From an optimization exercise on the open Yosys and OpenROAD flow, aimed at small area; shortcuts taken in it are not production practice. No run shown here included a check of the RTL's function; only the layout flow was run. Power and IR drop assume default switching activity.

<file path="config.mk">
export PLATFORM = sky130hd
export DESIGN_NAME = FIFO
export DESIGN_NICKNAME = FIFO
export VERILOG_FILES = /design/flow/design.v
export SDC_FILE = /design/flow/constraint.sdc
export NUM_CORES = 4
export LEC_CHECK = 0
export CAP_MARGIN = 20
export CORE_MARGIN = 2
export CORE_UTILIZATION = 85
export CTS_BUF_LIST = sky130_fd_sc_hd__clkbuf_4
export PLACE_DENSITY = 0.9
export SLEW_MARGIN = 20
export SYNTH_HIERARCHICAL = 1
</file>
<file path="constraint.sdc">
create_clock -name core_clock -period 6.0 [get_ports {clk}]
set_input_delay 1.2000 -clock core_clock [delete_from_list [all_inputs] [get_ports {clk}]]
set_output_delay 1.2000 -clock core_clock [all_outputs]
set_load 0.01 [all_outputs]
</file>
<file path="design.v">
`timescale 1ns / 1ps
module FIFO(
	input wire clk,
	input wire rst,
	input wire W_en,
	input wire R_en,
	input  wire [7:0] W_data,
	output wire [7:0] R_data,
	output reg Empty,
	output reg Full
);
	reg [127:0] mem;
	reg [4:0] c;
	always @(posedge clk)
		if (W_en) mem <= {mem[119:0], W_data};
	wire [4:0] c_next;
	fifo_cnt u_cnt (.c(c), .W_en(W_en), .R_en(R_en), .c_next(c_next));
	wire [15:0] sel;
	fifo_sel16 u_sel (.c(c[3:0]), .sel(sel));
	genvar b, k;
	generate
		for (b = 0; b < 8; b = b + 1) begin : g_rd
			wire [15:0] d;
			for (k = 0; k < 16; k = k + 1) begin : g_d
				assign d[k] = mem[k*8 + b];
			end
			fifo_ao16 u_ao (.d(d), .s(sel), .y(R_data[b]));
		end
	endgenerate
	always @(posedge clk or negedge rst) begin
		if (rst == 1'b0) begin
			c <= 5'd0;
			Empty <= 1'b0;
			Full <= 1'b0;
		end else begin
			Empty <= ~c[4];
			Full <= c[4] & (c[3:0] == 4'd0);
			c <= c_next;
		end
	end
endmodule
module fifo_cnt(
	input wire [4:0] c,
	input wire W_en,
	input wire R_en,
	output wire [4:0] c_next
);
	wire [4:0] t;
	assign t[0] = W_en ^ R_en;
	genvar i;
	generate
		for (i = 1; i < 5; i = i + 1) begin : g_t
			assign t[i] = t[i-1] & ~(c[i-1] ^ R_en);
		end
	endgenerate
	assign c_next = c ^ t;
endmodule
module fifo_sel16(
	input wire [3:0] c,
	output wire [15:0] sel
);
	wire [3:0] nl, nh;
	fifo_pre4 u_lo (.c(c[1:0]), .n(nl));
	fifo_pre4 u_hi (.c(c[3:2]), .n(nh));
	genvar k;
	generate
		for (k = 0; k < 16; k = k + 1) begin : g_s
			assign sel[k] = ~(nl[k % 4] | nh[k / 4]);
		end
	endgenerate
endmodule
module fifo_pre4(
	input wire [1:0] c,
	output wire [3:0] n
);
	genvar k;
	generate
		for (k = 0; k < 4; k = k + 1) begin : g_n
			assign n[k] = ~(c == ~k[1:0]);
		end
	endgenerate
endmodule
module fifo_ao16(
	input wire [15:0] d,
	input wire [15:0] s,
	output wire y
);
	wire [4:0] n;
	genvar g;
	generate
		for (g = 0; g < 5; g = g + 1) begin : g_aoi
			fifo_aoi222 u_aoi (.a(d[3*g +: 3]), .b(s[3*g +: 3]), .y(n[g]));
		end
	endgenerate
	assign y = ~(&n) | (d[15] & s[15]);
endmodule
module fifo_aoi222(
	input wire [2:0] a,
	input wire [2:0] b,
	output wire y
);
	assign y = ~|(a & b);
endmodule
</file>
<file path="run.sh">
#!/bin/bash
# synth_recipe.tcl (not shown) runs the flow's synth.tcl, then flattens the netlist and writes it again
# the make line also repeats each setting of config.mk as NAME=value (left out here)
make -C /OpenROAD-flow-scripts/flow DESIGN_CONFIG=/design/flow/config.mk WORK_HOME=/design/flow/orfs CLKGATE_MAP_FILE= SYNTH_SCRIPT=/design/flow/synth_recipe.tcl finish
</file>
==> summary.md, run 1 <==
| Metric | Value |
|---|---|
| Register bit total from synthesis | `135` |
| Share of flip-flops with an asynchronous set or reset | `0.0519` |
| Ys flop type | `edfxtp_1` |
| Top-area cell type share of the netlist area | `0.799` |
| EDFF count, synth | `~130` |
| Err | `[ERROR DPL-0033] detailed placement checks failed during check placement.` |
| Initial Util | `0.879` |
| DIE WIDTH | `79.2 um` |
| Post-Syn Area | `slightly below 5000 um^2` |
| Register area share after synthesis | `0.835` |
| Outcome | `did not finish` |
| Synth warnings | `7` |
| Cells after Synth | `242` |
| IO buf count | `21` |
| Top cells by area, synth | `edfxtp_1 (80%), a222oi_1 (8.3%), dfrtp_1 (3.6%), nor2_1 (1.5%), xnor2_1 (1.1%)` |
| Final GP Congestion | `around 0.92` |
| Netlist cell types | `20` |
| Halt Stage | `detailed placement` |
| # rows | `27` |
| Top cell type by total area after synthesis | `edfxtp_1` |
| Hpwl dp | `between 8000 and 9000 um` |
| Avg Cell Area, Syn | `19.9 um^2` |
| I/O pin cnt | `22` |
| Die height | `between 70 and 80 um` |
| Syn Nets | `approximately 250` |
==> how the worst min path moves through the flow <==
stage | start | endpoint | slack [ns] | cells after the start
after floorplan | mem[96] | mem[104] | 0.43 | 0
after global placement | mem[73] | mem[81] | 0.43 | 0
==> per-module statistics from Yosys, one instance, submodules excluded <==
| module | cells | flip-flops and latches | cell area (um^2) | copies in the design |
|---|---|---|---|---|
| fifo_ao16 | 3 | 0 | 16.3 | 8 |
| fifo_sel16 | 16 | 0 | 60.1 | 1 |
| fifo_pre4 | 4 | 0 | 22.5 | 2 |
| FIFO | 138 | 135 | 4030 | 1 |
| fifo_cnt | 16 | 0 | 143 | 1 |
| fifo_aoi222 | 1 | 0 | 10.0 | 40 |
==> Yosys cell counts, types with 2 or more instances <==
| library cell | number |
|---|---|
| nand4_1 | 8 |
| and3_1 | 8 |
| or2_1 | 2 |
| a222oi_1 | 40 |
| xnor2_1 | 6 |
| edfxtp_1 | 128 |
| nand2_1 | 10 |
| nand2b_1 | 4 |
| nor2_1 | 19 |
| dfrtp_1 | 7 |
==> power by group through the flow <==
| stage | combinational, mW | sequential [mW] | clock (mW) |
|---|---|---|---|
| global placement | 0.562 | 1.19 | 0 |
| floorplan | 0.313 | 1.18 | 0 |
==> cell families after synthesis <==
kind of cell	Yosys count	synth area share
xor+xnor	6	0.0109
buf+inv	1	0.000779
flops	135	0.835
simple gates	57	0.0642
compound gates	42	0.0868
mux	1	0.00208
==> run 2, diff against run 1 <==
==> flow/run.sh (new file) <==
#!/bin/bash
# The standard layout with three changes:
#  - port buffers are the smallest buffer (buf_1) instead of the default pick;
#  - clock tree from small clock buffers (clkbuf_4), without dummy loads;
# Each tool's output goes to the ORFS logs and to standard.log here.
set -euo pipefail
bash standard.sh \
  BUFFER_PORTS_ARGS="-buffer_cell sky130_fd_sc_hd__buf_1" \
  CTS_ARGS="-sink_clustering_enable -repair_clock_nets -buf_list sky130_fd_sc_hd__clkbuf_4 -dont_use_dummy_load" \
  finish > standard.log 2>&1
==> standard.sh (new file) <==
#!/bin/bash
# synth_recipe.tcl (not shown) runs the flow's synth.tcl, then flattens the netlist and writes it again
# the make line also repeats each setting of config.mk as NAME=value (left out here)
make -C /OpenROAD-flow-scripts/flow DESIGN_CONFIG=/design/flow/config.mk WORK_HOME=/design/flow/orfs CLKGATE_MAP_FILE= SYNTH_SCRIPT=/design/flow/synth_recipe.tcl "${@:-finish}"
--- a/config.mk
+++ b/config.mk
@@ -8,7 +8,5 @@
 export CAP_MARGIN = 20
 export CORE_MARGIN = 2
-export CORE_UTILIZATION = 85
-export CTS_BUF_LIST = sky130_fd_sc_hd__clkbuf_4
-export PLACE_DENSITY = 0.9
+export CORE_UTILIZATION = 70
 export SLEW_MARGIN = 20
 export SYNTH_HIERARCHICAL = 1
removed: run.sh
==> summary.md, run 2 <==
| Metric | Value |
|---|---|
| Final Util | `0.765` |
| Diode count | `0` |
| Post-CTS Repair Setup Buffers | `0` |
| Worst-path maximum fanout | `10` |
| GR Overflow Total | `0` |
| Pre-CTS WS | `2.69 ns` |
| Fill count | `367` |
| Most numerous cell in the Yosys netlist | `edfxtp_1` |
| Slack of the critical path | `2.14 ns` |
| Vias in the first global route | `2493` |
| Unrepaired setup endpoints after global routing | `no` |
| Most frequent cells after synthesis | `edfxtp_1 (128), a222oi_1 (40), nor2_1 (19)` |
| Ys flop type | `edfxtp_1` |
| Setup TNS Final | `0 ns` |
| # rows | `30` |
| Worst vdd ir | `around 0.27 mV` |
| Hpwl dp | `5340 um` |
| HP Class | `reg -> reg` |
| CP endpoint kind | `output pin` |
| FF/Latch Area | `~4000 um^2` |
| DRT iter0 DRCs | `between 500 and 600` |
| Die height | `86.9 um` |
| Avg Cell Area, Syn | `19.9 um^2` |
| Hold bufs inserted after CTS | `0` |
| Outcome | `finished clean` |
| CP Launch Type | `flip-flop` |
| F_max | `approximately 0.26 GHz` |
| Synth warnings | `7` |
| Netlist cell types | `20` |
| WHS | `0.439 ns` |
| LEAKAGE | `1.67 nW` |
| I/O pin cnt | `22` |
| Rel. slew slack | `0.371` |
| Syn Nets | `between 200 and 300` |
| DR WL/cell | `24.5 um` |
| Max Cap Viol | `0` |
| CP arrival | `about 2.7 ns` |
| Largest regs | `mem (128), c (5)` |
| DR vias/cell | `7.19` |
| CP required | `around 4.8 ns` |
| Die area | `roughly 7600 um^2` |
| Final GP Congestion | `~0.77` |
| Reg clk slew, reported paths | `0.11 ns` |
| Top-area cell type share of the netlist area | `0.799` |
| GRT Util Overall | `0.253` |
| Pre-Repair DR Iteration Count | `7` |
| Top cell type by total area after synthesis | `edfxtp_1` |
| Routed Antenna Nets | `0` |
| Tmin final | `between 3 and 4 ns` |
| Largest net degree at the start of global routing | `48` |
| EDFF count, synth | `128` |
| Critical Setup Path Class | `reg -> out` |
| Post-Route WL | `8860 um` |
| CTS tree | `yes` |
| Core footprint | `6720 um^2` |
| Tot Pwr | `2.05 mW` |
| Max reg flops | `128` |
| Period utilisation layout | `0.643` |
| Clock root buffer | `clkbuf_4` |
| First-pass GRT wire length | `13500 um` |
| Cells after Synth | `242` |
| Post-Syn Area | `4810 um^2` |
| CTS Buf Count | `17` |
| Most frequent cells in the layout | `edfxtp_1 (128), a222oi_1 (40), buf_1 (20), nor2_1 (19), clkbuf_4 (18)` |
| Most common cell after layout, fill and taps aside | `edfxtp_1` |
| Largest Register | `mem` |
| Register bit total from synthesis | `135` |
| Layout cells sized above 1 | `0.0816` |
| Residual DRC count | `0` |
| CTS-repair resized insts | `0` |
| Share of flip-flops with an asynchronous set or reset | `0.0519` |
| DIE WIDTH | `86.9 um` |
| Setup Skew | `0.0295 ns` |
| Area of the multi-input gates | `790 um^2` |
| PwrDens | `approximately 400 nW/um^2` |
| Clock latency on the worst-skew pair | `0.49 ns` |
| Top cells by area, synth | `edfxtp_1 (80%), a222oi_1 (8.3%), dfrtp_1 (3.6%), nor2_1 (1.5%), xnor2_1 (1.1%)` |
| Fin nets | `296` |
| Register area share after synthesis | `0.835` |
| Slew Viols, Final | `0` |
| Initial antenna violation count | `0` |
| CTS sink cnt | `135` |
| Final setup vio count | `0` |
| Synthesis-to-layout area growth | `6.76%` |
| Worst Max-Slew Pin Slew | `0.940 ns` |
| # H-tree levels | `4` |
| Count of final hold-check violations | `0` |
| IO buf count | `21` |
| Vias after detailed routing | `2604` |
| Clock Tree Buf Depth | `2` |
| Initial Util | `0.716` |
run 2: cell counts after synthesis:
No cell type changed its count.
run 2: cell type report:
| cell class | count | area share |
|---|---|---|
| flip-flops and latches | 135 | 0.782 |
| multi-input cells | 106 | 0.154 |
| clock buffers | 17 | 0.0248 |
| well taps | 80 | 0.0195 |
| repair buffers | 23 | 0.0190 |
| inverters | 1 | 0.000731 |
run 2: per-module statistics from Yosys (local to each module, per instance):
module	cell area, um^2	flip-flops and latches	times used
fifo_ao16	16.3	0	8
fifo_cnt	143	0	1
FIFO	4030	135	1
fifo_aoi222	10.0	0	40
fifo_sel16	60.1	0	1
fifo_pre4	22.5	0	2
run 2: worst paths after layout:
kind	endpoint	from	cells past startpoint	slack, ns
min	mem[120]	mem[112]	0	0.44
max in group asynchronous	Empty	rst	1	5.14
min in group asynchronous	c[4]	rst	1	0.60
max	R_data[5]	c[0]	6	2.14
max reg2reg	c[3]	c[1]	3	4.78
min reg2reg	mem[120]	mem[112]	0	0.44
run 2: report_power, final:
part | switching, mW | total (mW) | internal, mW
registers | 0.0633 | 1.18 | 1.11
clock network | 0.255 | 0.385 | 0.130
logic | 0.303 | 0.492 | 0.189
run 2: cell families after synthesis:
group | synth area share
compound gates | 0.0868
xor+xnor | 0.0109
buf+inv | 0.000779
flops | 0.835
mux | 0.00208
simple gates | 0.0642
run 2: routing by layer:
| layer | share of wire | track usage |
|---|---|---|
| met5 | 0 | 0 |
| met4 | 0.0097 | 0.0696 |
| met3 | 0.12 | 0.0739 |
| met2 | 0.46 | 0.351 |
| met1 | 0.42 | 0.403 |
run 2: through the flow:
stage / std cells / instance area (um^2)
after floorplan: 242 / 4810
after global placement: 345 / 5010
after detailed placement: 345 / 5010
after CTS: 362 / 5140
after global routing: 362 / 5140
final: 362 / 5140
run 2: critical path, stage by stage (launching register included):
cell	delay (ns)
dfrtp_1	0.51
nand2b_1	0.25
nor2_1	0.65
a222oi_1	0.25
and3_1	0.25
nand4_1	0.12
buf_1	0.16

[static timing again, ports no longer ideal]
Ports are ideal in the flow. The routed layout listed here was re-timed in OpenROAD.
Step 1 assumes that a clkbuf_16 drives the clock port and a buf_2 every other input.
Step 2 moves the port delays by t, midway between the first and last clock arrival at a register: inputs arrive t later, outputs are due t later. That takes back most of the time a late clock gives input paths.
a / b / c = no drivers / after step 1 / after step 2; a / b = the first two.
run: run 2
shift t [ns]: 0.500
setup WS [ns]: 2.140 / 2.111 / 2.612
worst register clock-pin slew, ns: 0.12 / 0.12
After both steps run 2 still meets setup and hold. The setup slack of run 2 moves by -0.029 ns with the drivers and by +0.472 ns with both steps.
